Source: an optimization exercise on an open RTL-to-GDS flow (aim: small area, a short achievable clock period and few clock cycles per item). Production flows keep margins and buffers that such runs may drop. Only simulation tests tie the RTL to the original design; equivalence was not proved.

$ cat flow/config.mk
export PLATFORM = sky130hd
export DESIGN_NAME = geofence
export DESIGN_NICKNAME = geofence
export VERILOG_FILES = /design/flow/design.v
export SDC_FILE = /design/flow/constraint.sdc
export NUM_CORES = 4
export LEC_CHECK = 0
export ABC_CLOCK_PERIOD_IN_PS = 6000
export CAP_MARGIN = 20
export CORE_MARGIN = 2
export CORE_UTILIZATION = 40
export CTS_CLUSTER_DIAMETER = 150
export CTS_CLUSTER_SIZE = 20
export SLEW_MARGIN = 20
$ cat flow/constraint.sdc
create_clock -name core_clock -period 22.0 [get_ports {clk}]
set_input_delay 4.4000 -clock core_clock [delete_from_list [all_inputs] [get_ports {clk}]]
set_output_delay 4.4000 -clock core_clock [all_outputs]
set_load 0.01 [all_outputs]
$ cat flow/design.v
module geofence_sqrt #(parameter NS = 11, parameter [NS-1:0] CUT = 'b10_0100_1000) (
    input             clk,
    input  [2*NS-1:0] a,
    output [NS-1:0]   root
);
genvar k;
generate
for (k = 1; k <= NS; k = k + 1) begin : st
    wire [k-1:0]          r_in;
    wire [2*(NS+1-k)-1:0] a_in;
    wire [k:0]            r_out;
    wire [k-1:0]          q_out;
    wire [k+1:0]          rem2;
    wire [k+2:0]          diff;
    wire                  ge;
    if (k == 1) begin : f
        assign r_in = 1'b0;
        assign a_in = a;
        assign rem2 = {r_in, a_in[2*NS-1:2*NS-2]};
        assign diff = {1'b0, rem2} - 4'd1;
        assign ge = ~diff[k+2];
        assign q_out = ge;
    end else begin : n
        wire [k-2:0] q_in;
        if (CUT[k-2]) begin : c
            reg [k-2:0]           q_r;
            reg [k-1:0]           r_r;
            reg [2*(NS+1-k)-1:0]  a_r;
            always @(posedge clk) begin
                q_r <= st[k-1].q_out;
                r_r <= st[k-1].r_out;
                a_r <= st[k-1].a_in[2*(NS+1-k)-1:0];
            end
            assign q_in = q_r;
            assign r_in = r_r;
            assign a_in = a_r;
        end else begin : w
            assign q_in = st[k-1].q_out;
            assign r_in = st[k-1].r_out;
            assign a_in = st[k-1].a_in[2*(NS+1-k)-1:0];
        end
        assign rem2 = {r_in, a_in[2*(NS+1-k)-1:2*(NS-k)]};
        assign diff = {1'b0, rem2} - {2'b00, q_in, 2'b01};
        assign ge = ~diff[k+2];
        assign q_out = {q_in, ge};
    end
    assign r_out = ge ? diff[k:0] : rem2[k:0];
end
endgenerate
reg [NS-1:0] root_r;
always @(posedge clk) root_r <= st[NS].q_out;
assign root = root_r;
endmodule
module geofence_mul_a (input [11:0] a, input [10:0] b, output [22:0] y);
wire w0 = (a[0] & b[9]) ^ (a[1] & b[8]);
wire w1 = (a[0] & b[9]) & (a[1] & b[8]);
wire w2 = (a[0] & b[10]) ^ (a[1] & b[9]) ^ (a[2] & b[8]);
wire w3 = ((a[0] & b[10]) & (a[1] & b[9])) | ((a[0] & b[10]) & (a[2] & b[8])) | ((a[1] & b[9]) & (a[2] & b[8]));
wire w4 = (a[3] & b[7]) ^ (a[4] & b[6]);
wire w5 = (a[3] & b[7]) & (a[4] & b[6]);
wire w6 = (a[1] & b[10]) ^ (a[2] & b[9]) ^ (a[3] & b[8]);
wire w7 = ((a[1] & b[10]) & (a[2] & b[9])) | ((a[1] & b[10]) & (a[3] & b[8])) | ((a[2] & b[9]) & (a[3] & b[8]));
wire w8 = (a[4] & b[7]) ^ (a[5] & b[6]) ^ (a[6] & b[5]);
wire w9 = ((a[4] & b[7]) & (a[5] & b[6])) | ((a[4] & b[7]) & (a[6] & b[5])) | ((a[5] & b[6]) & (a[6] & b[5]));
wire w10 = (a[2] & b[10]) ^ (a[3] & b[9]) ^ (a[4] & b[8]);
wire w11 = ((a[2] & b[10]) & (a[3] & b[9])) | ((a[2] & b[10]) & (a[4] & b[8])) | ((a[3] & b[9]) & (a[4] & b[8]));
wire w12 = (a[5] & b[7]) ^ (a[6] & b[6]);
wire w13 = (a[5] & b[7]) & (a[6] & b[6]);
wire w14 = (a[3] & b[10]) ^ (a[4] & b[9]) ^ (a[5] & b[8]);
wire w15 = ((a[3] & b[10]) & (a[4] & b[9])) | ((a[3] & b[10]) & (a[5] & b[8])) | ((a[4] & b[9]) & (a[5] & b[8]));
wire w16 = (a[0] & b[6]) ^ (a[1] & b[5]);
wire w17 = (a[0] & b[6]) & (a[1] & b[5]);
wire w18 = (a[0] & b[7]) ^ (a[1] & b[6]) ^ (a[2] & b[5]);
wire w19 = ((a[0] & b[7]) & (a[1] & b[6])) | ((a[0] & b[7]) & (a[2] & b[5])) | ((a[1] & b[6]) & (a[2] & b[5]));
wire w20 = (a[3] & b[4]) ^ (a[4] & b[3]);
wire w21 = (a[3] & b[4]) & (a[4] & b[3]);
wire w22 = (a[0] & b[8]) ^ (a[1] & b[7]) ^ (a[2] & b[6]);
wire w23 = ((a[0] & b[8]) & (a[1] & b[7])) | ((a[0] & b[8]) & (a[2] & b[6])) | ((a[1] & b[7]) & (a[2] & b[6]));
wire w24 = (a[3] & b[5]) ^ (a[4] & b[4]) ^ (a[5] & b[3]);
wire w25 = ((a[3] & b[5]) & (a[4] & b[4])) | ((a[3] & b[5]) & (a[5] & b[3])) | ((a[4] & b[4]) & (a[5] & b[3]));
wire w26 = (a[6] & b[2]) ^ (a[7] & b[1]);
wire w27 = (a[6] & b[2]) & (a[7] & b[1]);
wire w28 = (w0) ^ (a[2] & b[7]) ^ (a[3] & b[6]);
wire w29 = ((w0) & (a[2] & b[7])) | ((w0) & (a[3] & b[6])) | ((a[2] & b[7]) & (a[3] & b[6]));
wire w30 = (a[4] & b[5]) ^ (a[5] & b[4]) ^ (a[6] & b[3]);
wire w31 = ((a[4] & b[5]) & (a[5] & b[4])) | ((a[4] & b[5]) & (a[6] & b[3])) | ((a[5] & b[4]) & (a[6] & b[3]));
wire w32 = (a[7] & b[2]) ^ (a[8] & b[1]) ^ (a[9] & b[0]);
wire w33 = ((a[7] & b[2]) & (a[8] & b[1])) | ((a[7] & b[2]) & (a[9] & b[0])) | ((a[8] & b[1]) & (a[9] & b[0]));
wire w34 = (w2) ^ (w4) ^ (a[5] & b[5]);
wire w35 = ((w2) & (w4)) | ((w2) & (a[5] & b[5])) | ((w4) & (a[5] & b[5]));
wire w36 = (a[6] & b[4]) ^ (a[7] & b[3]) ^ (a[8] & b[2]);
wire w37 = ((a[6] & b[4]) & (a[7] & b[3])) | ((a[6] & b[4]) & (a[8] & b[2])) | ((a[7] & b[3]) & (a[8] & b[2]));
wire w38 = (a[9] & b[1]) ^ (a[10] & b[0]) ^ (w1);
wire w39 = ((a[9] & b[1]) & (a[10] & b[0])) | ((a[9] & b[1]) & (w1)) | ((a[10] & b[0]) & (w1));
wire w40 = (w6) ^ (w8) ^ (a[7] & b[4]);
wire w41 = ((w6) & (w8)) | ((w6) & (a[7] & b[4])) | ((w8) & (a[7] & b[4]));
wire w42 = (a[8] & b[3]) ^ (a[9] & b[2]) ^ (a[10] & b[1]);
wire w43 = ((a[8] & b[3]) & (a[9] & b[2])) | ((a[8] & b[3]) & (a[10] & b[1])) | ((a[9] & b[2]) & (a[10] & b[1]));
wire w44 = (a[11] & b[0]) ^ (w3) ^ (w5);
wire w45 = ((a[11] & b[0]) & (w3)) | ((a[11] & b[0]) & (w5)) | ((w3) & (w5));
wire w46 = (w10) ^ (w12) ^ (a[7] & b[5]);
wire w47 = ((w10) & (w12)) | ((w10) & (a[7] & b[5])) | ((w12) & (a[7] & b[5]));
wire w48 = (a[8] & b[4]) ^ (a[9] & b[3]) ^ (a[10] & b[2]);
wire w49 = ((a[8] & b[4]) & (a[9] & b[3])) | ((a[8] & b[4]) & (a[10] & b[2])) | ((a[9] & b[3]) & (a[10] & b[2]));
wire w50 = (a[11] & b[1]) ^ (w7) ^ (w9);
wire w51 = ((a[11] & b[1]) & (w7)) | ((a[11] & b[1]) & (w9)) | ((w7) & (w9));
wire w52 = (w14) ^ (a[6] & b[7]) ^ (a[7] & b[6]);
wire w53 = ((w14) & (a[6] & b[7])) | ((w14) & (a[7] & b[6])) | ((a[6] & b[7]) & (a[7] & b[6]));
wire w54 = (a[8] & b[5]) ^ (a[9] & b[4]) ^ (a[10] & b[3]);
wire w55 = ((a[8] & b[5]) & (a[9] & b[4])) | ((a[8] & b[5]) & (a[10] & b[3])) | ((a[9] & b[4]) & (a[10] & b[3]));
wire w56 = (a[11] & b[2]) ^ (w11) ^ (w13);
wire w57 = ((a[11] & b[2]) & (w11)) | ((a[11] & b[2]) & (w13)) | ((w11) & (w13));
wire w58 = (a[4] & b[10]) ^ (a[5] & b[9]) ^ (a[6] & b[8]);
wire w59 = ((a[4] & b[10]) & (a[5] & b[9])) | ((a[4] & b[10]) & (a[6] & b[8])) | ((a[5] & b[9]) & (a[6] & b[8]));
wire w60 = (a[7] & b[7]) ^ (a[8] & b[6]) ^ (a[9] & b[5]);
wire w61 = ((a[7] & b[7]) & (a[8] & b[6])) | ((a[7] & b[7]) & (a[9] & b[5])) | ((a[8] & b[6]) & (a[9] & b[5]));
wire w62 = (a[10] & b[4]) ^ (a[11] & b[3]) ^ (w15);
wire w63 = ((a[10] & b[4]) & (a[11] & b[3])) | ((a[10] & b[4]) & (w15)) | ((a[11] & b[3]) & (w15));
wire w64 = (a[5] & b[10]) ^ (a[6] & b[9]) ^ (a[7] & b[8]);
wire w65 = ((a[5] & b[10]) & (a[6] & b[9])) | ((a[5] & b[10]) & (a[7] & b[8])) | ((a[6] & b[9]) & (a[7] & b[8]));
wire w66 = (a[8] & b[7]) ^ (a[9] & b[6]) ^ (a[10] & b[5]);
wire w67 = ((a[8] & b[7]) & (a[9] & b[6])) | ((a[8] & b[7]) & (a[10] & b[5])) | ((a[9] & b[6]) & (a[10] & b[5]));
wire w68 = (a[6] & b[10]) ^ (a[7] & b[9]) ^ (a[8] & b[8]);
wire w69 = ((a[6] & b[10]) & (a[7] & b[9])) | ((a[6] & b[10]) & (a[8] & b[8])) | ((a[7] & b[9]) & (a[8] & b[8]));
wire w70 = (a[0] & b[4]) ^ (a[1] & b[3]);
wire w71 = (a[0] & b[4]) & (a[1] & b[3]);
wire w72 = (a[0] & b[5]) ^ (a[1] & b[4]) ^ (a[2] & b[3]);
wire w73 = ((a[0] & b[5]) & (a[1] & b[4])) | ((a[0] & b[5]) & (a[2] & b[3])) | ((a[1] & b[4]) & (a[2] & b[3]));
wire w74 = (a[3] & b[2]) ^ (a[4] & b[1]);
wire w75 = (a[3] & b[2]) & (a[4] & b[1]);
wire w76 = (w16) ^ (a[2] & b[4]) ^ (a[3] & b[3]);
wire w77 = ((w16) & (a[2] & b[4])) | ((w16) & (a[3] & b[3])) | ((a[2] & b[4]) & (a[3] & b[3]));
wire w78 = (a[4] & b[2]) ^ (a[5] & b[1]) ^ (a[6] & b[0]);
wire w79 = ((a[4] & b[2]) & (a[5] & b[1])) | ((a[4] & b[2]) & (a[6] & b[0])) | ((a[5] & b[1]) & (a[6] & b[0]));
wire w80 = (w18) ^ (w20) ^ (a[5] & b[2]);
wire w81 = ((w18) & (w20)) | ((w18) & (a[5] & b[2])) | ((w20) & (a[5] & b[2]));
wire w82 = (a[6] & b[1]) ^ (a[7] & b[0]) ^ (w17);
wire w83 = ((a[6] & b[1]) & (a[7] & b[0])) | ((a[6] & b[1]) & (w17)) | ((a[7] & b[0]) & (w17));
wire w84 = (w22) ^ (w24) ^ (w26);
wire w85 = ((w22) & (w24)) | ((w22) & (w26)) | ((w24) & (w26));
wire w86 = (a[8] & b[0]) ^ (w19) ^ (w21);
wire w87 = ((a[8] & b[0]) & (w19)) | ((a[8] & b[0]) & (w21)) | ((w19) & (w21));
wire w88 = (w28) ^ (w30) ^ (w32);
wire w89 = ((w28) & (w30)) | ((w28) & (w32)) | ((w30) & (w32));
wire w90 = (w23) ^ (w25) ^ (w27);
wire w91 = ((w23) & (w25)) | ((w23) & (w27)) | ((w25) & (w27));
wire w92 = (w34) ^ (w36) ^ (w38);
wire w93 = ((w34) & (w36)) | ((w34) & (w38)) | ((w36) & (w38));
wire w94 = (w29) ^ (w31) ^ (w33);
wire w95 = ((w29) & (w31)) | ((w29) & (w33)) | ((w31) & (w33));
wire w96 = (w40) ^ (w42) ^ (w44);
wire w97 = ((w40) & (w42)) | ((w40) & (w44)) | ((w42) & (w44));
wire w98 = (w35) ^ (w37) ^ (w39);
wire w99 = ((w35) & (w37)) | ((w35) & (w39)) | ((w37) & (w39));
wire w100 = (w46) ^ (w48) ^ (w50);
wire w101 = ((w46) & (w48)) | ((w46) & (w50)) | ((w48) & (w50));
wire w102 = (w41) ^ (w43) ^ (w45);
wire w103 = ((w41) & (w43)) | ((w41) & (w45)) | ((w43) & (w45));
wire w104 = (w52) ^ (w54) ^ (w56);
wire w105 = ((w52) & (w54)) | ((w52) & (w56)) | ((w54) & (w56));
wire w106 = (w47) ^ (w49) ^ (w51);
wire w107 = ((w47) & (w49)) | ((w47) & (w51)) | ((w49) & (w51));
wire w108 = (w58) ^ (w60) ^ (w62);
wire w109 = ((w58) & (w60)) | ((w58) & (w62)) | ((w60) & (w62));
wire w110 = (w53) ^ (w55) ^ (w57);
wire w111 = ((w53) & (w55)) | ((w53) & (w57)) | ((w55) & (w57));
wire w112 = (w64) ^ (w66) ^ (a[11] & b[4]);
wire w113 = ((w64) & (w66)) | ((w64) & (a[11] & b[4])) | ((w66) & (a[11] & b[4]));
wire w114 = (w59) ^ (w61) ^ (w63);
wire w115 = ((w59) & (w61)) | ((w59) & (w63)) | ((w61) & (w63));
wire w116 = (w68) ^ (a[9] & b[7]) ^ (a[10] & b[6]);
wire w117 = ((w68) & (a[9] & b[7])) | ((w68) & (a[10] & b[6])) | ((a[9] & b[7]) & (a[10] & b[6]));
wire w118 = (a[11] & b[5]) ^ (w65) ^ (w67);
wire w119 = ((a[11] & b[5]) & (w65)) | ((a[11] & b[5]) & (w67)) | ((w65) & (w67));
wire w120 = (a[7] & b[10]) ^ (a[8] & b[9]) ^ (a[9] & b[8]);
wire w121 = ((a[7] & b[10]) & (a[8] & b[9])) | ((a[7] & b[10]) & (a[9] & b[8])) | ((a[8] & b[9]) & (a[9] & b[8]));
wire w122 = (a[10] & b[7]) ^ (a[11] & b[6]) ^ (w69);
wire w123 = ((a[10] & b[7]) & (a[11] & b[6])) | ((a[10] & b[7]) & (w69)) | ((a[11] & b[6]) & (w69));
wire w124 = (a[8] & b[10]) ^ (a[9] & b[9]) ^ (a[10] & b[8]);
wire w125 = ((a[8] & b[10]) & (a[9] & b[9])) | ((a[8] & b[10]) & (a[10] & b[8])) | ((a[9] & b[9]) & (a[10] & b[8]));
wire w126 = (a[0] & b[3]) ^ (a[1] & b[2]);
wire w127 = (a[0] & b[3]) & (a[1] & b[2]);
wire w128 = (w70) ^ (a[2] & b[2]) ^ (a[3] & b[1]);
wire w129 = ((w70) & (a[2] & b[2])) | ((w70) & (a[3] & b[1])) | ((a[2] & b[2]) & (a[3] & b[1]));
wire w130 = (w72) ^ (w74) ^ (a[5] & b[0]);
wire w131 = ((w72) & (w74)) | ((w72) & (a[5] & b[0])) | ((w74) & (a[5] & b[0]));
wire w132 = (w76) ^ (w78) ^ (w73);
wire w133 = ((w76) & (w78)) | ((w76) & (w73)) | ((w78) & (w73));
wire w134 = (w80) ^ (w82) ^ (w77);
wire w135 = ((w80) & (w82)) | ((w80) & (w77)) | ((w82) & (w77));
wire w136 = (w84) ^ (w86) ^ (w81);
wire w137 = ((w84) & (w86)) | ((w84) & (w81)) | ((w86) & (w81));
wire w138 = (w88) ^ (w90) ^ (w85);
wire w139 = ((w88) & (w90)) | ((w88) & (w85)) | ((w90) & (w85));
wire w140 = (w92) ^ (w94) ^ (w89);
wire w141 = ((w92) & (w94)) | ((w92) & (w89)) | ((w94) & (w89));
wire w142 = (w96) ^ (w98) ^ (w93);
wire w143 = ((w96) & (w98)) | ((w96) & (w93)) | ((w98) & (w93));
wire w144 = (w100) ^ (w102) ^ (w97);
wire w145 = ((w100) & (w102)) | ((w100) & (w97)) | ((w102) & (w97));
wire w146 = (w104) ^ (w106) ^ (w101);
wire w147 = ((w104) & (w106)) | ((w104) & (w101)) | ((w106) & (w101));
wire w148 = (w108) ^ (w110) ^ (w105);
wire w149 = ((w108) & (w110)) | ((w108) & (w105)) | ((w110) & (w105));
wire w150 = (w112) ^ (w114) ^ (w109);
wire w151 = ((w112) & (w114)) | ((w112) & (w109)) | ((w114) & (w109));
wire w152 = (w116) ^ (w118) ^ (w113);
wire w153 = ((w116) & (w118)) | ((w116) & (w113)) | ((w118) & (w113));
wire w154 = (w120) ^ (w122) ^ (w117);
wire w155 = ((w120) & (w122)) | ((w120) & (w117)) | ((w122) & (w117));
wire w156 = (w124) ^ (a[11] & b[7]) ^ (w121);
wire w157 = ((w124) & (a[11] & b[7])) | ((w124) & (w121)) | ((a[11] & b[7]) & (w121));
wire w158 = (a[9] & b[10]) ^ (a[10] & b[9]) ^ (a[11] & b[8]);
wire w159 = ((a[9] & b[10]) & (a[10] & b[9])) | ((a[9] & b[10]) & (a[11] & b[8])) | ((a[10] & b[9]) & (a[11] & b[8]));
wire w160 = (a[0] & b[2]) ^ (a[1] & b[1]);
wire w161 = (a[0] & b[2]) & (a[1] & b[1]);
wire w162 = (w126) ^ (a[2] & b[1]) ^ (a[3] & b[0]);
wire w163 = ((w126) & (a[2] & b[1])) | ((w126) & (a[3] & b[0])) | ((a[2] & b[1]) & (a[3] & b[0]));
wire w164 = (w128) ^ (a[4] & b[0]) ^ (w127);
wire w165 = ((w128) & (a[4] & b[0])) | ((w128) & (w127)) | ((a[4] & b[0]) & (w127));
wire w166 = (w130) ^ (w71) ^ (w129);
wire w167 = ((w130) & (w71)) | ((w130) & (w129)) | ((w71) & (w129));
wire w168 = (w132) ^ (w75) ^ (w131);
wire w169 = ((w132) & (w75)) | ((w132) & (w131)) | ((w75) & (w131));
wire w170 = (w134) ^ (w79) ^ (w133);
wire w171 = ((w134) & (w79)) | ((w134) & (w133)) | ((w79) & (w133));
wire w172 = (w136) ^ (w83) ^ (w135);
wire w173 = ((w136) & (w83)) | ((w136) & (w135)) | ((w83) & (w135));
wire w174 = (w138) ^ (w87) ^ (w137);
wire w175 = ((w138) & (w87)) | ((w138) & (w137)) | ((w87) & (w137));
wire w176 = (w140) ^ (w91) ^ (w139);
wire w177 = ((w140) & (w91)) | ((w140) & (w139)) | ((w91) & (w139));
wire w178 = (w142) ^ (w95) ^ (w141);
wire w179 = ((w142) & (w95)) | ((w142) & (w141)) | ((w95) & (w141));
wire w180 = (w144) ^ (w99) ^ (w143);
wire w181 = ((w144) & (w99)) | ((w144) & (w143)) | ((w99) & (w143));
wire w182 = (w146) ^ (w103) ^ (w145);
wire w183 = ((w146) & (w103)) | ((w146) & (w145)) | ((w103) & (w145));
wire w184 = (w148) ^ (w107) ^ (w147);
wire w185 = ((w148) & (w107)) | ((w148) & (w147)) | ((w107) & (w147));
wire w186 = (w150) ^ (w111) ^ (w149);
wire w187 = ((w150) & (w111)) | ((w150) & (w149)) | ((w111) & (w149));
wire w188 = (w152) ^ (w115) ^ (w151);
wire w189 = ((w152) & (w115)) | ((w152) & (w151)) | ((w115) & (w151));
wire w190 = (w154) ^ (w119) ^ (w153);
wire w191 = ((w154) & (w119)) | ((w154) & (w153)) | ((w119) & (w153));
wire w192 = (w156) ^ (w123) ^ (w155);
wire w193 = ((w156) & (w123)) | ((w156) & (w155)) | ((w123) & (w155));
wire w194 = (w158) ^ (w125) ^ (w157);
wire w195 = ((w158) & (w125)) | ((w158) & (w157)) | ((w125) & (w157));
wire w196 = (a[10] & b[10]) ^ (a[11] & b[9]) ^ (w159);
wire w197 = ((a[10] & b[10]) & (a[11] & b[9])) | ((a[10] & b[10]) & (w159)) | ((a[11] & b[9]) & (w159));
wire [22:0] r0 = {1'b0, a[11] & b[10], w196, w194, w192, w190, w188, w186, w184, w182, w180, w178, w176, w174, w172, w170, w168, w166, w164, w162, w160, a[0] & b[1], a[0] & b[0]};
wire [22:0] r1 = {1'b0, w197, w195, w193, w191, w189, w187, w185, w183, w181, w179, w177, w175, w173, w171, w169, w167, w165, w163, w161, a[2] & b[0], a[1] & b[0], 1'b0};
assign y = r0 + r1;
endmodule
module geofence_mul_b (input [10:0] a, input [10:0] b, output [21:0] y);
wire w0 = (a[0] & b[9]) ^ (a[1] & b[8]);
wire w1 = (a[0] & b[9]) & (a[1] & b[8]);
wire w2 = (a[0] & b[10]) ^ (a[1] & b[9]) ^ (a[2] & b[8]);
wire w3 = ((a[0] & b[10]) & (a[1] & b[9])) | ((a[0] & b[10]) & (a[2] & b[8])) | ((a[1] & b[9]) & (a[2] & b[8]));
wire w4 = (a[3] & b[7]) ^ (a[4] & b[6]);
wire w5 = (a[3] & b[7]) & (a[4] & b[6]);
wire w6 = (a[1] & b[10]) ^ (a[2] & b[9]) ^ (a[3] & b[8]);
wire w7 = ((a[1] & b[10]) & (a[2] & b[9])) | ((a[1] & b[10]) & (a[3] & b[8])) | ((a[2] & b[9]) & (a[3] & b[8]));
wire w8 = (a[4] & b[7]) ^ (a[5] & b[6]);
wire w9 = (a[4] & b[7]) & (a[5] & b[6]);
wire w10 = (a[2] & b[10]) ^ (a[3] & b[9]) ^ (a[4] & b[8]);
wire w11 = ((a[2] & b[10]) & (a[3] & b[9])) | ((a[2] & b[10]) & (a[4] & b[8])) | ((a[3] & b[9]) & (a[4] & b[8]));
wire w12 = (a[0] & b[6]) ^ (a[1] & b[5]);
wire w13 = (a[0] & b[6]) & (a[1] & b[5]);
wire w14 = (a[0] & b[7]) ^ (a[1] & b[6]) ^ (a[2] & b[5]);
wire w15 = ((a[0] & b[7]) & (a[1] & b[6])) | ((a[0] & b[7]) & (a[2] & b[5])) | ((a[1] & b[6]) & (a[2] & b[5]));
wire w16 = (a[3] & b[4]) ^ (a[4] & b[3]);
wire w17 = (a[3] & b[4]) & (a[4] & b[3]);
wire w18 = (a[0] & b[8]) ^ (a[1] & b[7]) ^ (a[2] & b[6]);
wire w19 = ((a[0] & b[8]) & (a[1] & b[7])) | ((a[0] & b[8]) & (a[2] & b[6])) | ((a[1] & b[7]) & (a[2] & b[6]));
wire w20 = (a[3] & b[5]) ^ (a[4] & b[4]) ^ (a[5] & b[3]);
wire w21 = ((a[3] & b[5]) & (a[4] & b[4])) | ((a[3] & b[5]) & (a[5] & b[3])) | ((a[4] & b[4]) & (a[5] & b[3]));
wire w22 = (a[6] & b[2]) ^ (a[7] & b[1]);
wire w23 = (a[6] & b[2]) & (a[7] & b[1]);
wire w24 = (w0) ^ (a[2] & b[7]) ^ (a[3] & b[6]);
wire w25 = ((w0) & (a[2] & b[7])) | ((w0) & (a[3] & b[6])) | ((a[2] & b[7]) & (a[3] & b[6]));
wire w26 = (a[4] & b[5]) ^ (a[5] & b[4]) ^ (a[6] & b[3]);
wire w27 = ((a[4] & b[5]) & (a[5] & b[4])) | ((a[4] & b[5]) & (a[6] & b[3])) | ((a[5] & b[4]) & (a[6] & b[3]));
wire w28 = (a[7] & b[2]) ^ (a[8] & b[1]) ^ (a[9] & b[0]);
wire w29 = ((a[7] & b[2]) & (a[8] & b[1])) | ((a[7] & b[2]) & (a[9] & b[0])) | ((a[8] & b[1]) & (a[9] & b[0]));
wire w30 = (w2) ^ (w4) ^ (a[5] & b[5]);
wire w31 = ((w2) & (w4)) | ((w2) & (a[5] & b[5])) | ((w4) & (a[5] & b[5]));
wire w32 = (a[6] & b[4]) ^ (a[7] & b[3]) ^ (a[8] & b[2]);
wire w33 = ((a[6] & b[4]) & (a[7] & b[3])) | ((a[6] & b[4]) & (a[8] & b[2])) | ((a[7] & b[3]) & (a[8] & b[2]));
wire w34 = (a[9] & b[1]) ^ (a[10] & b[0]) ^ (w1);
wire w35 = ((a[9] & b[1]) & (a[10] & b[0])) | ((a[9] & b[1]) & (w1)) | ((a[10] & b[0]) & (w1));
wire w36 = (w6) ^ (w8) ^ (a[6] & b[5]);
wire w37 = ((w6) & (w8)) | ((w6) & (a[6] & b[5])) | ((w8) & (a[6] & b[5]));
wire w38 = (a[7] & b[4]) ^ (a[8] & b[3]) ^ (a[9] & b[2]);
wire w39 = ((a[7] & b[4]) & (a[8] & b[3])) | ((a[7] & b[4]) & (a[9] & b[2])) | ((a[8] & b[3]) & (a[9] & b[2]));
wire w40 = (a[10] & b[1]) ^ (w3) ^ (w5);
wire w41 = ((a[10] & b[1]) & (w3)) | ((a[10] & b[1]) & (w5)) | ((w3) & (w5));
wire w42 = (w10) ^ (a[5] & b[7]) ^ (a[6] & b[6]);
wire w43 = ((w10) & (a[5] & b[7])) | ((w10) & (a[6] & b[6])) | ((a[5] & b[7]) & (a[6] & b[6]));
wire w44 = (a[7] & b[5]) ^ (a[8] & b[4]) ^ (a[9] & b[3]);
wire w45 = ((a[7] & b[5]) & (a[8] & b[4])) | ((a[7] & b[5]) & (a[9] & b[3])) | ((a[8] & b[4]) & (a[9] & b[3]));
wire w46 = (a[10] & b[2]) ^ (w7) ^ (w9);
wire w47 = ((a[10] & b[2]) & (w7)) | ((a[10] & b[2]) & (w9)) | ((w7) & (w9));
wire w48 = (a[3] & b[10]) ^ (a[4] & b[9]) ^ (a[5] & b[8]);
wire w49 = ((a[3] & b[10]) & (a[4] & b[9])) | ((a[3] & b[10]) & (a[5] & b[8])) | ((a[4] & b[9]) & (a[5] & b[8]));
wire w50 = (a[6] & b[7]) ^ (a[7] & b[6]) ^ (a[8] & b[5]);
wire w51 = ((a[6] & b[7]) & (a[7] & b[6])) | ((a[6] & b[7]) & (a[8] & b[5])) | ((a[7] & b[6]) & (a[8] & b[5]));
wire w52 = (a[9] & b[4]) ^ (a[10] & b[3]) ^ (w11);
wire w53 = ((a[9] & b[4]) & (a[10] & b[3])) | ((a[9] & b[4]) & (w11)) | ((a[10] & b[3]) & (w11));
wire w54 = (a[4] & b[10]) ^ (a[5] & b[9]) ^ (a[6] & b[8]);
wire w55 = ((a[4] & b[10]) & (a[5] & b[9])) | ((a[4] & b[10]) & (a[6] & b[8])) | ((a[5] & b[9]) & (a[6] & b[8]));
wire w56 = (a[7] & b[7]) ^ (a[8] & b[6]) ^ (a[9] & b[5]);
wire w57 = ((a[7] & b[7]) & (a[8] & b[6])) | ((a[7] & b[7]) & (a[9] & b[5])) | ((a[8] & b[6]) & (a[9] & b[5]));
wire w58 = (a[5] & b[10]) ^ (a[6] & b[9]) ^ (a[7] & b[8]);
wire w59 = ((a[5] & b[10]) & (a[6] & b[9])) | ((a[5] & b[10]) & (a[7] & b[8])) | ((a[6] & b[9]) & (a[7] & b[8]));
wire w60 = (a[0] & b[4]) ^ (a[1] & b[3]);
wire w61 = (a[0] & b[4]) & (a[1] & b[3]);
wire w62 = (a[0] & b[5]) ^ (a[1] & b[4]) ^ (a[2] & b[3]);
wire w63 = ((a[0] & b[5]) & (a[1] & b[4])) | ((a[0] & b[5]) & (a[2] & b[3])) | ((a[1] & b[4]) & (a[2] & b[3]));
wire w64 = (a[3] & b[2]) ^ (a[4] & b[1]);
wire w65 = (a[3] & b[2]) & (a[4] & b[1]);
wire w66 = (w12) ^ (a[2] & b[4]) ^ (a[3] & b[3]);
wire w67 = ((w12) & (a[2] & b[4])) | ((w12) & (a[3] & b[3])) | ((a[2] & b[4]) & (a[3] & b[3]));
wire w68 = (a[4] & b[2]) ^ (a[5] & b[1]) ^ (a[6] & b[0]);
wire w69 = ((a[4] & b[2]) & (a[5] & b[1])) | ((a[4] & b[2]) & (a[6] & b[0])) | ((a[5] & b[1]) & (a[6] & b[0]));
wire w70 = (w14) ^ (w16) ^ (a[5] & b[2]);
wire w71 = ((w14) & (w16)) | ((w14) & (a[5] & b[2])) | ((w16) & (a[5] & b[2]));
wire w72 = (a[6] & b[1]) ^ (a[7] & b[0]) ^ (w13);
wire w73 = ((a[6] & b[1]) & (a[7] & b[0])) | ((a[6] & b[1]) & (w13)) | ((a[7] & b[0]) & (w13));
wire w74 = (w18) ^ (w20) ^ (w22);
wire w75 = ((w18) & (w20)) | ((w18) & (w22)) | ((w20) & (w22));
wire w76 = (a[8] & b[0]) ^ (w15) ^ (w17);
wire w77 = ((a[8] & b[0]) & (w15)) | ((a[8] & b[0]) & (w17)) | ((w15) & (w17));
wire w78 = (w24) ^ (w26) ^ (w28);
wire w79 = ((w24) & (w26)) | ((w24) & (w28)) | ((w26) & (w28));
wire w80 = (w19) ^ (w21) ^ (w23);
wire w81 = ((w19) & (w21)) | ((w19) & (w23)) | ((w21) & (w23));
wire w82 = (w30) ^ (w32) ^ (w34);
wire w83 = ((w30) & (w32)) | ((w30) & (w34)) | ((w32) & (w34));
wire w84 = (w25) ^ (w27) ^ (w29);
wire w85 = ((w25) & (w27)) | ((w25) & (w29)) | ((w27) & (w29));
wire w86 = (w36) ^ (w38) ^ (w40);
wire w87 = ((w36) & (w38)) | ((w36) & (w40)) | ((w38) & (w40));
wire w88 = (w31) ^ (w33) ^ (w35);
wire w89 = ((w31) & (w33)) | ((w31) & (w35)) | ((w33) & (w35));
wire w90 = (w42) ^ (w44) ^ (w46);
wire w91 = ((w42) & (w44)) | ((w42) & (w46)) | ((w44) & (w46));
wire w92 = (w37) ^ (w39) ^ (w41);
wire w93 = ((w37) & (w39)) | ((w37) & (w41)) | ((w39) & (w41));
wire w94 = (w48) ^ (w50) ^ (w52);
wire w95 = ((w48) & (w50)) | ((w48) & (w52)) | ((w50) & (w52));
wire w96 = (w43) ^ (w45) ^ (w47);
wire w97 = ((w43) & (w45)) | ((w43) & (w47)) | ((w45) & (w47));
wire w98 = (w54) ^ (w56) ^ (a[10] & b[4]);
wire w99 = ((w54) & (w56)) | ((w54) & (a[10] & b[4])) | ((w56) & (a[10] & b[4]));
wire w100 = (w49) ^ (w51) ^ (w53);
wire w101 = ((w49) & (w51)) | ((w49) & (w53)) | ((w51) & (w53));
wire w102 = (w58) ^ (a[8] & b[7]) ^ (a[9] & b[6]);
wire w103 = ((w58) & (a[8] & b[7])) | ((w58) & (a[9] & b[6])) | ((a[8] & b[7]) & (a[9] & b[6]));
wire w104 = (a[10] & b[5]) ^ (w55) ^ (w57);
wire w105 = ((a[10] & b[5]) & (w55)) | ((a[10] & b[5]) & (w57)) | ((w55) & (w57));
wire w106 = (a[6] & b[10]) ^ (a[7] & b[9]) ^ (a[8] & b[8]);
wire w107 = ((a[6] & b[10]) & (a[7] & b[9])) | ((a[6] & b[10]) & (a[8] & b[8])) | ((a[7] & b[9]) & (a[8] & b[8]));
wire w108 = (a[9] & b[7]) ^ (a[10] & b[6]) ^ (w59);
wire w109 = ((a[9] & b[7]) & (a[10] & b[6])) | ((a[9] & b[7]) & (w59)) | ((a[10] & b[6]) & (w59));
wire w110 = (a[7] & b[10]) ^ (a[8] & b[9]) ^ (a[9] & b[8]);
wire w111 = ((a[7] & b[10]) & (a[8] & b[9])) | ((a[7] & b[10]) & (a[9] & b[8])) | ((a[8] & b[9]) & (a[9] & b[8]));
wire w112 = (a[0] & b[3]) ^ (a[1] & b[2]);
wire w113 = (a[0] & b[3]) & (a[1] & b[2]);
wire w114 = (w60) ^ (a[2] & b[2]) ^ (a[3] & b[1]);
wire w115 = ((w60) & (a[2] & b[2])) | ((w60) & (a[3] & b[1])) | ((a[2] & b[2]) & (a[3] & b[1]));
wire w116 = (w62) ^ (w64) ^ (a[5] & b[0]);
wire w117 = ((w62) & (w64)) | ((w62) & (a[5] & b[0])) | ((w64) & (a[5] & b[0]));
wire w118 = (w66) ^ (w68) ^ (w63);
wire w119 = ((w66) & (w68)) | ((w66) & (w63)) | ((w68) & (w63));
wire w120 = (w70) ^ (w72) ^ (w67);
wire w121 = ((w70) & (w72)) | ((w70) & (w67)) | ((w72) & (w67));
wire w122 = (w74) ^ (w76) ^ (w71);
wire w123 = ((w74) & (w76)) | ((w74) & (w71)) | ((w76) & (w71));
wire w124 = (w78) ^ (w80) ^ (w75);
wire w125 = ((w78) & (w80)) | ((w78) & (w75)) | ((w80) & (w75));
wire w126 = (w82) ^ (w84) ^ (w79);
wire w127 = ((w82) & (w84)) | ((w82) & (w79)) | ((w84) & (w79));
wire w128 = (w86) ^ (w88) ^ (w83);
wire w129 = ((w86) & (w88)) | ((w86) & (w83)) | ((w88) & (w83));
wire w130 = (w90) ^ (w92) ^ (w87);
wire w131 = ((w90) & (w92)) | ((w90) & (w87)) | ((w92) & (w87));
wire w132 = (w94) ^ (w96) ^ (w91);
wire w133 = ((w94) & (w96)) | ((w94) & (w91)) | ((w96) & (w91));
wire w134 = (w98) ^ (w100) ^ (w95);
wire w135 = ((w98) & (w100)) | ((w98) & (w95)) | ((w100) & (w95));
wire w136 = (w102) ^ (w104) ^ (w99);
wire w137 = ((w102) & (w104)) | ((w102) & (w99)) | ((w104) & (w99));
wire w138 = (w106) ^ (w108) ^ (w103);
wire w139 = ((w106) & (w108)) | ((w106) & (w103)) | ((w108) & (w103));
wire w140 = (w110) ^ (a[10] & b[7]) ^ (w107);
wire w141 = ((w110) & (a[10] & b[7])) | ((w110) & (w107)) | ((a[10] & b[7]) & (w107));
wire w142 = (a[8] & b[10]) ^ (a[9] & b[9]) ^ (a[10] & b[8]);
wire w143 = ((a[8] & b[10]) & (a[9] & b[9])) | ((a[8] & b[10]) & (a[10] & b[8])) | ((a[9] & b[9]) & (a[10] & b[8]));
wire w144 = (a[0] & b[2]) ^ (a[1] & b[1]);
wire w145 = (a[0] & b[2]) & (a[1] & b[1]);
wire w146 = (w112) ^ (a[2] & b[1]) ^ (a[3] & b[0]);
wire w147 = ((w112) & (a[2] & b[1])) | ((w112) & (a[3] & b[0])) | ((a[2] & b[1]) & (a[3] & b[0]));
wire w148 = (w114) ^ (a[4] & b[0]) ^ (w113);
wire w149 = ((w114) & (a[4] & b[0])) | ((w114) & (w113)) | ((a[4] & b[0]) & (w113));
wire w150 = (w116) ^ (w61) ^ (w115);
wire w151 = ((w116) & (w61)) | ((w116) & (w115)) | ((w61) & (w115));
wire w152 = (w118) ^ (w65) ^ (w117);
wire w153 = ((w118) & (w65)) | ((w118) & (w117)) | ((w65) & (w117));
wire w154 = (w120) ^ (w69) ^ (w119);
wire w155 = ((w120) & (w69)) | ((w120) & (w119)) | ((w69) & (w119));
wire w156 = (w122) ^ (w73) ^ (w121);
wire w157 = ((w122) & (w73)) | ((w122) & (w121)) | ((w73) & (w121));
wire w158 = (w124) ^ (w77) ^ (w123);
wire w159 = ((w124) & (w77)) | ((w124) & (w123)) | ((w77) & (w123));
wire w160 = (w126) ^ (w81) ^ (w125);
wire w161 = ((w126) & (w81)) | ((w126) & (w125)) | ((w81) & (w125));
wire w162 = (w128) ^ (w85) ^ (w127);
wire w163 = ((w128) & (w85)) | ((w128) & (w127)) | ((w85) & (w127));
wire w164 = (w130) ^ (w89) ^ (w129);
wire w165 = ((w130) & (w89)) | ((w130) & (w129)) | ((w89) & (w129));
wire w166 = (w132) ^ (w93) ^ (w131);
wire w167 = ((w132) & (w93)) | ((w132) & (w131)) | ((w93) & (w131));
wire w168 = (w134) ^ (w97) ^ (w133);
wire w169 = ((w134) & (w97)) | ((w134) & (w133)) | ((w97) & (w133));
wire w170 = (w136) ^ (w101) ^ (w135);
wire w171 = ((w136) & (w101)) | ((w136) & (w135)) | ((w101) & (w135));
wire w172 = (w138) ^ (w105) ^ (w137);
wire w173 = ((w138) & (w105)) | ((w138) & (w137)) | ((w105) & (w137));
wire w174 = (w140) ^ (w109) ^ (w139);
wire w175 = ((w140) & (w109)) | ((w140) & (w139)) | ((w109) & (w139));
wire w176 = (w142) ^ (w111) ^ (w141);
wire w177 = ((w142) & (w111)) | ((w142) & (w141)) | ((w111) & (w141));
wire w178 = (a[9] & b[10]) ^ (a[10] & b[9]) ^ (w143);
wire w179 = ((a[9] & b[10]) & (a[10] & b[9])) | ((a[9] & b[10]) & (w143)) | ((a[10] & b[9]) & (w143));
wire [21:0] r0 = {1'b0, a[10] & b[10], w178, w176, w174, w172, w170, w168, w166, w164, w162, w160, w158, w156, w154, w152, w150, w148, w146, w144, a[0] & b[1], a[0] & b[0]};
wire [21:0] r1 = {1'b0, w179, w177, w175, w173, w171, w169, w167, w165, w163, w161, w159, w157, w155, w153, w151, w149, w147, w145, a[2] & b[0], a[1] & b[0], 1'b0};
assign y = r0 + r1;
endmodule
module geofence ( clk,reset,X,Y,R,valid,is_inside);
input clk;
input reset;
input [9:0] X;
input [9:0] Y;
input [10:0] R;
output valid;
output is_inside;
reg [5:0] cyc;
reg valid_r, isin_r;
reg [1:0] opm;    
reg       npm;    
reg [2:0] npa, npb;
reg       sq;     
reg [2:0] nre;    
reg       ce;     
reg [2:0] ci, cj;
reg       acc;    
localparam LAST = 6'd35;
always @(*) begin
    opm = 2'd0; sq = 1'b0; acc = 1'b0; ce = 1'b0; ci = 3'd0; cj = 3'd0;
    npm = 1'b0; npa = 3'd0; npb = 3'd0; nre = 3'd0;
    case (cyc)
    6'd0: begin opm = 2'd0; sq = 1'b0; acc = 1'b0; ce = 1'b0; ci = 3'd0; cj = 3'd0; npm = 1'b0; npa = 3'd0; npb = 3'd0; nre = 3'd0; end
    6'd1: begin opm = 2'd0; sq = 1'b0; acc = 1'b0; ce = 1'b0; ci = 3'd0; cj = 3'd0; npm = 1'b0; npa = 3'd0; npb = 3'd0; nre = 3'd0; end
    6'd2: begin opm = 2'd0; sq = 1'b0; acc = 1'b0; ce = 1'b0; ci = 3'd0; cj = 3'd0; npm = 1'b0; npa = 3'd4; npb = 3'd5; nre = 3'd0; end
    6'd3: begin opm = 2'd0; sq = 1'b0; acc = 1'b0; ce = 1'b0; ci = 3'd0; cj = 3'd0; npm = 1'b0; npa = 3'd3; npb = 3'd5; nre = 3'd0; end
    6'd4: begin opm = 2'd0; sq = 1'b0; acc = 1'b0; ce = 1'b0; ci = 3'd0; cj = 3'd0; npm = 1'b0; npa = 3'd3; npb = 3'd4; nre = 3'd0; end
    6'd5: begin opm = 2'd0; sq = 1'b0; acc = 1'b0; ce = 1'b1; ci = 3'd2; cj = 3'd3; npm = 1'b0; npa = 3'd1; npb = 3'd4; nre = 3'd0; end
    6'd6: begin opm = 2'd0; sq = 1'b0; acc = 1'b0; ce = 1'b1; ci = 3'd1; cj = 3'd3; npm = 1'b0; npa = 3'd1; npb = 3'd3; nre = 3'd0; end
    6'd7: begin opm = 2'd0; sq = 1'b0; acc = 1'b0; ce = 1'b1; ci = 3'd1; cj = 3'd2; npm = 1'b0; npa = 3'd1; npb = 3'd2; nre = 3'd0; end
    6'd8: begin opm = 2'd0; sq = 1'b0; acc = 1'b0; ce = 1'b1; ci = 3'd5; cj = 3'd2; npm = 1'b0; npa = 3'd4; npb = 3'd2; nre = 3'd0; end
    6'd9: begin opm = 2'd0; sq = 1'b0; acc = 1'b0; ce = 1'b1; ci = 3'd5; cj = 3'd1; npm = 1'b0; npa = 3'd4; npb = 3'd1; nre = 3'd0; end
    6'd10: begin opm = 2'd0; sq = 1'b0; acc = 1'b0; ce = 1'b1; ci = 3'd5; cj = 3'd0; npm = 1'b0; npa = 3'd4; npb = 3'd0; nre = 3'd0; end
    6'd11: begin opm = 2'd0; sq = 1'b0; acc = 1'b0; ce = 1'b1; ci = 3'd2; cj = 3'd0; npm = 1'b0; npa = 3'd4; npb = 3'd5; nre = 3'd0; end
    6'd12: begin opm = 2'd0; sq = 1'b0; acc = 1'b0; ce = 1'b1; ci = 3'd2; cj = 3'd5; npm = 1'b0; npa = 3'd0; npb = 3'd0; nre = 3'd0; end
    6'd13: begin opm = 2'd0; sq = 1'b0; acc = 1'b0; ce = 1'b1; ci = 3'd2; cj = 3'd4; npm = 1'b0; npa = 3'd0; npb = 3'd0; nre = 3'd0; end
    6'd14: begin opm = 2'd0; sq = 1'b0; acc = 1'b0; ce = 1'b1; ci = 3'd2; cj = 3'd3; npm = 1'b1; npa = 3'd0; npb = 3'd0; nre = 3'd0; end
    6'd15: begin opm = 2'd1; sq = 1'b0; acc = 1'b0; ce = 1'b0; ci = 3'd0; cj = 3'd0; npm = 1'b1; npa = 3'd1; npb = 3'd0; nre = 3'd0; end
    6'd16: begin opm = 2'd1; sq = 1'b0; acc = 1'b0; ce = 1'b0; ci = 3'd0; cj = 3'd0; npm = 1'b1; npa = 3'd2; npb = 3'd0; nre = 3'd0; end
    6'd17: begin opm = 2'd1; sq = 1'b0; acc = 1'b0; ce = 1'b0; ci = 3'd0; cj = 3'd0; npm = 1'b1; npa = 3'd3; npb = 3'd0; nre = 3'd0; end
    6'd18: begin opm = 2'd1; sq = 1'b0; acc = 1'b0; ce = 1'b0; ci = 3'd0; cj = 3'd0; npm = 1'b1; npa = 3'd4; npb = 3'd0; nre = 3'd0; end
    6'd19: begin opm = 2'd1; sq = 1'b0; acc = 1'b0; ce = 1'b0; ci = 3'd0; cj = 3'd0; npm = 1'b1; npa = 3'd5; npb = 3'd0; nre = 3'd0; end
    6'd20: begin opm = 2'd1; sq = 1'b0; acc = 1'b0; ce = 1'b0; ci = 3'd0; cj = 3'd0; npm = 1'b0; npa = 3'd0; npb = 3'd0; nre = 3'd0; end
    6'd21: begin opm = 2'd2; sq = 1'b0; acc = 1'b0; ce = 1'b0; ci = 3'd0; cj = 3'd0; npm = 1'b0; npa = 3'd0; npb = 3'd0; nre = 3'd1; end
    6'd22: begin opm = 2'd2; sq = 1'b0; acc = 1'b0; ce = 1'b0; ci = 3'd0; cj = 3'd0; npm = 1'b0; npa = 3'd0; npb = 3'd0; nre = 3'd2; end
    6'd23: begin opm = 2'd2; sq = 1'b1; acc = 1'b0; ce = 1'b0; ci = 3'd0; cj = 3'd0; npm = 1'b0; npa = 3'd0; npb = 3'd0; nre = 3'd3; end
    6'd24: begin opm = 2'd2; sq = 1'b1; acc = 1'b0; ce = 1'b0; ci = 3'd0; cj = 3'd0; npm = 1'b0; npa = 3'd0; npb = 3'd0; nre = 3'd4; end
    6'd25: begin opm = 2'd2; sq = 1'b1; acc = 1'b0; ce = 1'b0; ci = 3'd0; cj = 3'd0; npm = 1'b0; npa = 3'd0; npb = 3'd0; nre = 3'd5; end
    6'd26: begin opm = 2'd2; sq = 1'b1; acc = 1'b0; ce = 1'b0; ci = 3'd0; cj = 3'd0; npm = 1'b1; npa = 3'd0; npb = 3'd0; nre = 3'd0; end
    6'd27: begin opm = 2'd3; sq = 1'b1; acc = 1'b0; ce = 1'b0; ci = 3'd0; cj = 3'd0; npm = 1'b1; npa = 3'd1; npb = 3'd0; nre = 3'd0; end
    6'd28: begin opm = 2'd3; sq = 1'b1; acc = 1'b0; ce = 1'b0; ci = 3'd0; cj = 3'd0; npm = 1'b1; npa = 3'd2; npb = 3'd0; nre = 3'd0; end
    6'd29: begin opm = 2'd3; sq = 1'b0; acc = 1'b1; ce = 1'b0; ci = 3'd0; cj = 3'd0; npm = 1'b1; npa = 3'd3; npb = 3'd0; nre = 3'd0; end
    6'd30: begin opm = 2'd3; sq = 1'b0; acc = 1'b1; ce = 1'b0; ci = 3'd0; cj = 3'd0; npm = 1'b1; npa = 3'd4; npb = 3'd0; nre = 3'd0; end
    6'd31: begin opm = 2'd3; sq = 1'b0; acc = 1'b1; ce = 1'b0; ci = 3'd0; cj = 3'd0; npm = 1'b1; npa = 3'd5; npb = 3'd0; nre = 3'd0; end
    6'd32: begin opm = 2'd3; sq = 1'b0; acc = 1'b1; ce = 1'b0; ci = 3'd0; cj = 3'd0; npm = 1'b0; npa = 3'd0; npb = 3'd0; nre = 3'd0; end
    6'd33: begin opm = 2'd0; sq = 1'b0; acc = 1'b1; ce = 1'b0; ci = 3'd0; cj = 3'd0; npm = 1'b0; npa = 3'd0; npb = 3'd0; nre = 3'd0; end
    6'd34: begin opm = 2'd0; sq = 1'b0; acc = 1'b1; ce = 1'b0; ci = 3'd0; cj = 3'd0; npm = 1'b0; npa = 3'd0; npb = 3'd0; nre = 3'd0; end
    6'd35: begin opm = 2'd0; sq = 1'b0; acc = 1'b0; ce = 1'b0; ci = 3'd0; cj = 3'd0; npm = 1'b0; npa = 3'd0; npb = 3'd0; nre = 3'd0; end
    default: ;
    endcase
end
always @(posedge clk, posedge reset) begin
    if (reset) begin
        cyc <= 6'd0;
        valid_r <= 1'b0;
    end else begin
        cyc <= (cyc == LAST) ? 6'd0 : cyc + 6'd1;
        valid_r <= (cyc == LAST - 6'd1);
    end
end
assign valid = valid_r;
assign is_inside = isin_r;
reg [30:0] ring [0:5];
reg [2:0]  pos [0:5];
reg [2:0]  posn [0:5];    
reg [9:0]  x0, y0;        
integer n;
always @(posedge clk) begin
    for (n = 0; n < 5; n = n + 1) begin
        ring[n] <= ring[n+1];
        pos[n] <= posn[n+1];
    end
    ring[5] <= (cyc < 6'd6) ? {X, Y, R} : ring[0];
    pos[5] <= (cyc < 6'd6) ? {2'b00, cyc != 6'd0} : posn[0];
    if (cyc == 6'd0) begin
        x0 <= X;
        y0 <= Y;
    end
end
reg [5:0] na, nb, nra, nrb;    
reg [5:0] sa, sb, sra, srb;
reg [2:0] npb1, nre1;
integer m;
always @(*) begin
    npb1 = (npa == 3'd5) ? 3'd0 : npa + 3'd1;
    nre1 = (nre == 3'd5) ? 3'd0 : nre + 3'd1;
    for (m = 0; m < 6; m = m + 1) begin
        if (!npm) begin
            na[m] = (npa == m);
            nb[m] = (npb == m);
        end else begin
            na[m] = (posn[(m + 1) % 6] == npa);
            nb[m] = (posn[(m + 1) % 6] == npb1);
        end
        nra[m] = (posn[(m + 1) % 6] == nre);
        nrb[m] = (posn[(m + 1) % 6] == nre1);
    end
end
always @(posedge clk) begin
    sa <= na;
    sb <= nb;
    sra <= nra;
    srb <= nrb;
end
reg [9:0]  xa, ya, xb, yb;
reg [10:0] ra, rb;
always @(*) begin
    xa = 10'd0; ya = 10'd0; ra = 11'd0; xb = 10'd0; yb = 10'd0; rb = 11'd0;
    for (m = 0; m < 6; m = m + 1) begin
        xa = xa | (ring[m][30:21] & {10{sa[m]}});
        ya = ya | (ring[m][20:11] & {10{sa[m]}});
        ra = ra | (ring[m][10:0]  & {11{sra[m]}});
        xb = xb | (ring[m][30:21] & {10{sb[m]}});
        yb = yb | (ring[m][20:11] & {10{sb[m]}});
        rb = rb | (ring[m][10:0]  & {11{srb[m]}});
    end
end
wire [10:0] sqo;             
wire [9:0]  sqo1;            
wire [11:0] rsum;            
wire [11:0] rdif;            
wire [10:0] as = sqo;        
reg  [21:0] p1, p2;          
reg         g1, g2;          
reg         gp1, gp2;        
assign rsum = ra + rb;
assign rdif = ra - rb;
reg [13:0] u1p, u1q, u2p, u2q, u3p, u3q, u4p, u4q;
reg        sb1, sb2, sb3, sb4, hv;
always @(*) begin
    sb1 = 1'b1; sb2 = 1'b1; sb3 = 1'b1; sb4 = 1'b1; hv = 1'b0;
    case (opm)
    2'd0: begin  
        u1p = xa;  u1q = x0;
        u2p = yb;  u2q = y0;
        u3p = ya;  u3q = y0;
        u4p = xb;  u4q = x0;
    end
    2'd1: begin  
        u1p = xa;  u1q = xb;
        u2p = xa;  u2q = xb;
        u3p = ya;  u3q = yb;
        u4p = yb;  u4q = ya;
    end
    2'd2: begin  
        hv = 1'b1;
        u1p = as;   u1q = rsum; sb1 = 1'b0;
        u2p = as;   u2q = {{2{rdif[11]}}, rdif};
        u3p = as;   u3q = {{2{rdif[11]}}, rdif}; sb3 = 1'b0;
        u4p = rsum; u4q = as;
    end
    default: begin  
        u1p = sqo; u1q = 14'd0;
        u2p = sqo1; u2q = 14'd0;
        u3p = xa;  u3q = xb; sb3 = 1'b0;
        u4p = yb;  u4q = ya;
    end
    endcase
end
function [12:0] opu;    
    input [13:0] p, q;
    input        sub, h;
    reg [13:0] x, y;
    begin
        x = sub ? p - q : p + q;
        y = h ? {x[13], x[13:1]} : x;
        opu = {y[13], (y[13] ? -y[11:0] : y[11:0])};
    end
endfunction
wire [12:0] d1 = opu(u1p, u1q, sb1, hv);
wire [12:0] d2 = opu(u2p, u2q, sb2, hv);
wire [12:0] d3 = opu(u3p, u3q, sb3, hv);
wire [12:0] d4 = opu(u4p, u4q, sb4, hv);
reg [11:0] o1;
reg [10:0] o2, o3, o4;
wire [22:0] m12;
wire [21:0] m34;
geofence_mul_a U_M1 (.a(o1), .b(o2), .y(m12));
geofence_mul_b U_M2 (.a(o3), .b(o4), .y(m34));
always @(posedge clk) begin
    o1 <= d1[11:0]; o2 <= d2[10:0]; o3 <= d3[10:0]; o4 <= d4[10:0];
    g1 <= d1[12] ^ d2[12];
    g2 <= d3[12] ^ d4[12];
    p1 <= m12[21:0];
    p2 <= m34;
    gp1 <= g1;
    gp2 <= g2;
end
wire p2gt = p2 > p1;
wire ccw = gp2 ? (gp1 ? p2gt : 1'b1) : (gp1 ? 1'b0 : !p2gt);
always @(*) begin
    for (m = 0; m < 6; m = m + 1)
        posn[m] = pos[m] + {2'b00, ce && (ccw ? (cj == m) : (ci == m))};
end
wire [21:0] sqi = sq ? p1 : p1 + p2;
geofence_sqrt #(.NS(11), .CUT(11'b100_1001_000)) U_SQ (.clk(clk), .a(sqi), .root(sqo));
geofence_sqrt #(.NS(10), .CUT(10'b10_0100_100)) U_SQ1 (.clk(clk), .a(p2[19:0]), .root(sqo1));
reg  [24:0] dacc;
wire [24:0] dadd = {2'b00, p1, 1'b0} + (gp2 ? {3'b000, p2} : ~{3'b000, p2}) + {24'd0, ~gp2};
wire [24:0] dnew = dacc + dadd;
always @(posedge clk) begin
    if (cyc == 6'd0)
        dacc <= 25'd0;
    else if (acc)
        dacc <= dnew;
    if (cyc == LAST - 6'd1)
        isin_r <= dnew[24] || (dnew == 25'd0);
end
endmodule
$ cat flow/flow/run.sh
#!/bin/bash
# The standard layout (the standard.sh, unchanged synthesis and steps),
# with repair_timing asked for 16.3 ns of extra setup slack so that it works
# on the paths that set the achieved period. Same clock and constraints.
set -euo pipefail
bash standard.sh SETUP_SLACK_MARGIN=16.3 finish > flow_make.log 2>&1
$ cat flow/standard.sh
#!/bin/bash
# synth_recipe.tcl (not shown) runs the flow's synth.tcl, then flattens the netlist and writes it again
# the make line also repeats each setting of config.mk as NAME=value (left out here)
make -C /OpenROAD-flow-scripts/flow DESIGN_CONFIG=/design/flow/config.mk WORK_HOME=/design/flow/orfs CLKGATE_MAP_FILE= SYNTH_SCRIPT=/design/flow/synth_recipe.tcl "${@:-finish}"
==> impl_results.rst <==
.. list-table::
   :header-rows: 1

   * - Metric
     - Value
   * - Critical Path Sink Type
     - output port
   * - Total nets after synthesis
     - between 5k and 6k
   * - Netlist cell types
     - 90
   * - Worst-path maximum fanout
     - 1
   * - Max Transition Viols Final
     - 0
   * - Number of rows created at floorplan
     - approximately 110
   * - Die outline width
     - about 310 um
   * - Clock-pin transition on the worst setup and hold timing paths
     - 0.09 ns
   * - Seq cells post-synth
     - between 500 and 600
   * - Clock latency (worst-skew pair)
     - around 0.64 ns
   * - Fraction of final layout cells sized beyond drive strength 1
     - roughly 10%
   * - Final Util
     - between 40 and 50%
   * - Path class of the lowest-slack min-delay path
     - reg2reg
   * - Vias per std cell
     - between 5 and 6
   * - Diodes inserted
     - 0
   * - Post-Place Cell Area
     - ~40000 um^2
   * - Dominant synthesized flop cell
     - sky130_fd_sc_hd__dfxtp_1
   * - Port bufs
     - 34
   * - Via count of the first global-routing pass
     - 29.8k
   * - Finish-stage setup viols
     - 0
   * - Actual transition at the worst max-transition pin
     - 1.11 ns
   * - Number of stages on the worst hold path
     - 0
   * - Die area
     - about 98000 um^2
   * - Synth Warn #
     - 6
   * - Final period demand of the worst path
     - about 5.6 ns
   * - Gp weighted congestion
     - a little under 1
   * - First drt pass iteration count
     - 5
   * - Fraction of registers with async set or reset after synthesis
     - 1.33%
   * - Total buffers and inverters traversed by the critical path
     - 1
   * - First-pass GRT wire length
     - around 170 mm
   * - Congestion Overflow GR
     - 0
   * - Number of CTS-inserted buffers
     - 30
   * - Maximum clock path buffer count
     - 3
   * - Non-Filler Cell Area, Final
     - between 40000 and 50000 um^2
   * - Aggregate routed wire length
     - roughly 110 mm
   * - Worst hold slack
     - roughly 0.32 ns
   * - Largest net degree at the start of global routing
     - 65
   * - Capture instance of the worst register-to-register path
     - U_SQ.st[5].n.c.r_r[3]
   * - Initial antenna violation count
     - 5
   * - Initial Utilization
     - between 40% and 50%
   * - Capture endpoint of the worst hold path
     - U_SQ.st[8].n.c.a_r[7]
   * - Floorplan die height
     - roughly 310 um
   * - Total DRC errors in the routed layout
     - 0
   * - Setup CP Type
     - reg2out
   * - Maximum clock skew at final layout
     - about 0.03 ns
   * - Data required time at the worst endpoint
     - about 18 ns
   * - Startpoint of the worst register-to-register path
     - p2[1]
   * - Ordered list of cells on the worst path
     - buf_2
   * - # Max-Cap Violations
     - 0
   * - Buffer cell driving the clock tree root
     - sky130_fd_sc_hd__clkbuf_16
   * - Number of sinks driven by the clock tree
     - 527
   * - Final sum of negative setup slack
     - 0 ns
   * - IO Count
     - 35
   * - Crit path largest cell delay
     - approximately 0.45 ns
   * - Worst-case register-to-register setup slack
     - around 16 ns
   * - Detailed-route wire length per cell
     - just under 20 um
   * - Reg2reg path depth
     - 26
   * - Mean post-synth cell area
     - between 8 and 9 um^2
   * - Headroom to the max-slew limit
     - roughly a quarter
   * - Count of final hold-check violations
     - 0
   * - Standard cell core area
     - around 95000 um^2
   * - Outcome
     - complete, no violations
   * - Total global routing track utilization
     - around 22%
   * - Total number of vias
     - between 30k and 40k
   * - Unrepaired setup endpoints after global routing
     - yes
   * - H-tree depth
     - 1
   * - Max Freq
     - 0.177 GHz
   * - Nature of the critical path startpoint
     - register
   * - Ratio of final minimum period to clock period
     - about a quarter
   * - Number of design-rule violations left by the first detailed-router iteration
     - 2589
   * - CTS tree
     - yes
   * - Remaining antenna violation count
     - 0
   * - Worst hold start
     - U_SQ.st[5].n.c.a_r[7]
   * - Number of instances in the synthesized netlist
     - ~4.4k
   * - Cell area after technology mapping
     - between 30000 and 40000 um^2
   * - Area delta synth->final
     - 11.0%
   * - Final Net Count
     - approximately 5k
   * - Sequential share of the synthesized area
     - 28.2%
   * - Critical path's slowest cell
     - sky130_fd_sc_hd__edfxtp_1
   * - EDFF count, synth
     - 21
   * - DPL Wire Length
     - ~80 mm
   * - CP Data Arrival Time
     - roughly 1.2 ns
   * - Top delay family on crit path
     - flip-flops
==> layer usage <==
layer	wire length, um	global-route usage (%)
met1	51100	31.3
met2	50200	35.2
met3	6780	2.26
met4	2150	4.24
met5	0	0
==> worst max-delay path by stage <==
stage	start	endpoint	slack, ns	cells past startpoint
finish	isin_r	is_inside	16.36	1
global placement	U_SQ.st[8].n.c.q_r[0]	U_SQ.st[11].n.c.r_r[8]	15.01	26
global route	p2[1]	U_SQ.st[5].n.c.r_r[3]	16.23	26
CTS	isin_r	is_inside	16.30	1
detailed placement	U_SQ.st[8].n.c.q_r[0]	U_SQ.st[11].n.c.r_r[8]	14.93	28
floorplan	U_SQ.st[8].n.c.q_r[0]	U_SQ.st[11].n.c.r_r[4]	16.34	28
==> through the flow <==
stage	worst slack, ns	instances
2_1_floorplan	16.34	4436
3_3_place_gp	15.01	5585
3_5_place_dp	14.93	5585
4_1_cts	16.30	5654
5_1_grt	16.23	5708
6_report	16.36	5708
==> layout make-up <==
type	instances	area (um^2)
clock buffers	39	785
multi-input cells	3271	26100
flip-flops and latches	527	10900
clock inverters	2	32.5
well taps	1265	1580
inverters	453	1720
fillers	9313	52500
repair buffers	151	1410
==> cell families after synthesis <==
group                      after synthesis  share of synthesized area [%]
and+or+nand+nor                       1282                           16.3
DFF                                    527                           28.2
muxes                                   84                           2.36
xor gates and xnor gates               323                           7.38
buffers and inverters                  638                           6.32
adders and majority gates              550                           21.9
AOI/OAI and AO/OA                     1032                           17.6
==> Yosys cell counts (29+ instances only) <==
master | instances | share of area (%)
sky130_fd_sc_hd__a21oi_1 | 285 | 3.7
sky130_fd_sc_hd__nand3_1 | 95 | 1.2
sky130_fd_sc_hd__nor2b_1 | 47 | 0.77
sky130_fd_sc_hd__a22oi_1 | 179 | 3.5
sky130_fd_sc_hd__mux2_2 | 47 | 1.4
sky130_fd_sc_hd__mux2i_1 | 35 | 0.91
sky130_fd_sc_hd__buf_1 | 29 | 0.28
sky130_fd_sc_hd__and2_1 | 219 | 3.6
sky130_fd_sc_hd__nor2_1 | 322 | 3.2
sky130_fd_sc_hd__a21o_1 | 39 | 0.76
sky130_fd_sc_hd__and3_1 | 34 | 0.55
sky130_fd_sc_hd__xnor2_1 | 217 | 5.0
sky130_fd_sc_hd__fa_1 | 200 | 10
sky130_fd_sc_hd__nand2b_1 | 38 | 0.62
sky130_fd_sc_hd__dfxtp_1 | 499 | 26
sky130_fd_sc_hd__nand2_1 | 338 | 3.3
sky130_fd_sc_hd__ha_1 | 350 | 11
sky130_fd_sc_hd__a31oi_1 | 40 | 0.65
sky130_fd_sc_hd__nor3_1 | 70 | 0.91
sky130_fd_sc_hd__inv_1 | 451 | 4.4
sky130_fd_sc_hd__o21a_1 | 47 | 0.92
sky130_fd_sc_hd__xor2_1 | 106 | 2.4
sky130_fd_sc_hd__clkbuf_1 | 139 | 1.4
sky130_fd_sc_hd__a211oi_1 | 32 | 0.63
sky130_fd_sc_hd__o21ai_0 | 175 | 2.3
sky130_fd_sc_hd__o21bai_1 | 35 | 0.69
==> registers in the layout, indices dropped and copies added, names as in the netlist, 21 cells and up <==
register / flops
U_SQ1.st.n.c.r_r: 21
U_SQ.st.n.c.q_r: 21
p2: 22
U_SQ.st.n.c.r_r: 24
dacc: 25
U_SQ1.st.n.c.a_r: 24
ring: 186
p1: 22
U_SQ.st.n.c.a_r: 24
==> placed cells by master (no fill, tap or decap), types with 33 or more instances in the layout <==
master	synthesis	routed
sky130_fd_sc_hd__fa_1	200	199
sky130_fd_sc_hd__nor2b_1	47	44
sky130_fd_sc_hd__nor3_1	70	68
sky130_fd_sc_hd__ha_1	350	329
sky130_fd_sc_hd__a21o_1	39	39
sky130_fd_sc_hd__and3_1	34	33
sky130_fd_sc_hd__a22oi_1	179	176
sky130_fd_sc_hd__dfxtp_1	499	457
sky130_fd_sc_hd__nand3_1	95	93
sky130_fd_sc_hd__buf_4	0	103
sky130_fd_sc_hd__xnor2_1	217	215
sky130_fd_sc_hd__xor2_1	106	103
sky130_fd_sc_hd__and2_1	219	216
sky130_fd_sc_hd__nand2_1	338	332
sky130_fd_sc_hd__o21ai_0	175	161
sky130_fd_sc_hd__o21bai_1	35	35
sky130_fd_sc_hd__inv_1	451	440
sky130_fd_sc_hd__o21a_1	47	45
sky130_fd_sc_hd__a21oi_1	285	265
sky130_fd_sc_hd__nand2b_1	38	33
sky130_fd_sc_hd__mux2_2	47	47
sky130_fd_sc_hd__nor2_1	322	309
==> timing repair <==
| item | in CTS | in global routing |
|---|---|---|
| pin swaps | 23 | 57 |
| setup endpoints to repair | 86 | 88 |
| cloned | 2 | 2 |
| hold buffers | 0 | 0 |
| gates resized for setup | 127 | 169 |
| setup buffers | 26 | 52 |
Testbench counts, summed over its fixed seeds: cycles 86,392, objects 2,400.

afterwards: timing with drivers on the ports:
In the flow no input, the clock included, has a driving cell. The finished layout below was timed again as built, in two steps. Step 1, drivers: a clkbuf_16 drives clk and a buf_2 each remaining input, both assumed. Step 2 also shifts input and output timing later by t, the mid clock arrival at the registers, as if the neighbouring blocks saw the same clock. Slacks: ideal ports / drivers / drivers and shift; pairs: ideal ports / drivers.
shift t [ns]: 0.688
setup WS [ns]: 16.358 / 16.295 / 16.483
hold WS [ns]: 0.321 / 0.321 / 0.321
worst setup path after step 2: register to register
worst data-port slew with drivers (ns): 0.04
After both steps this run still meets setup and hold. The setup slack of this run moves by -0.063 ns with the drivers and by +0.125 ns with both steps.
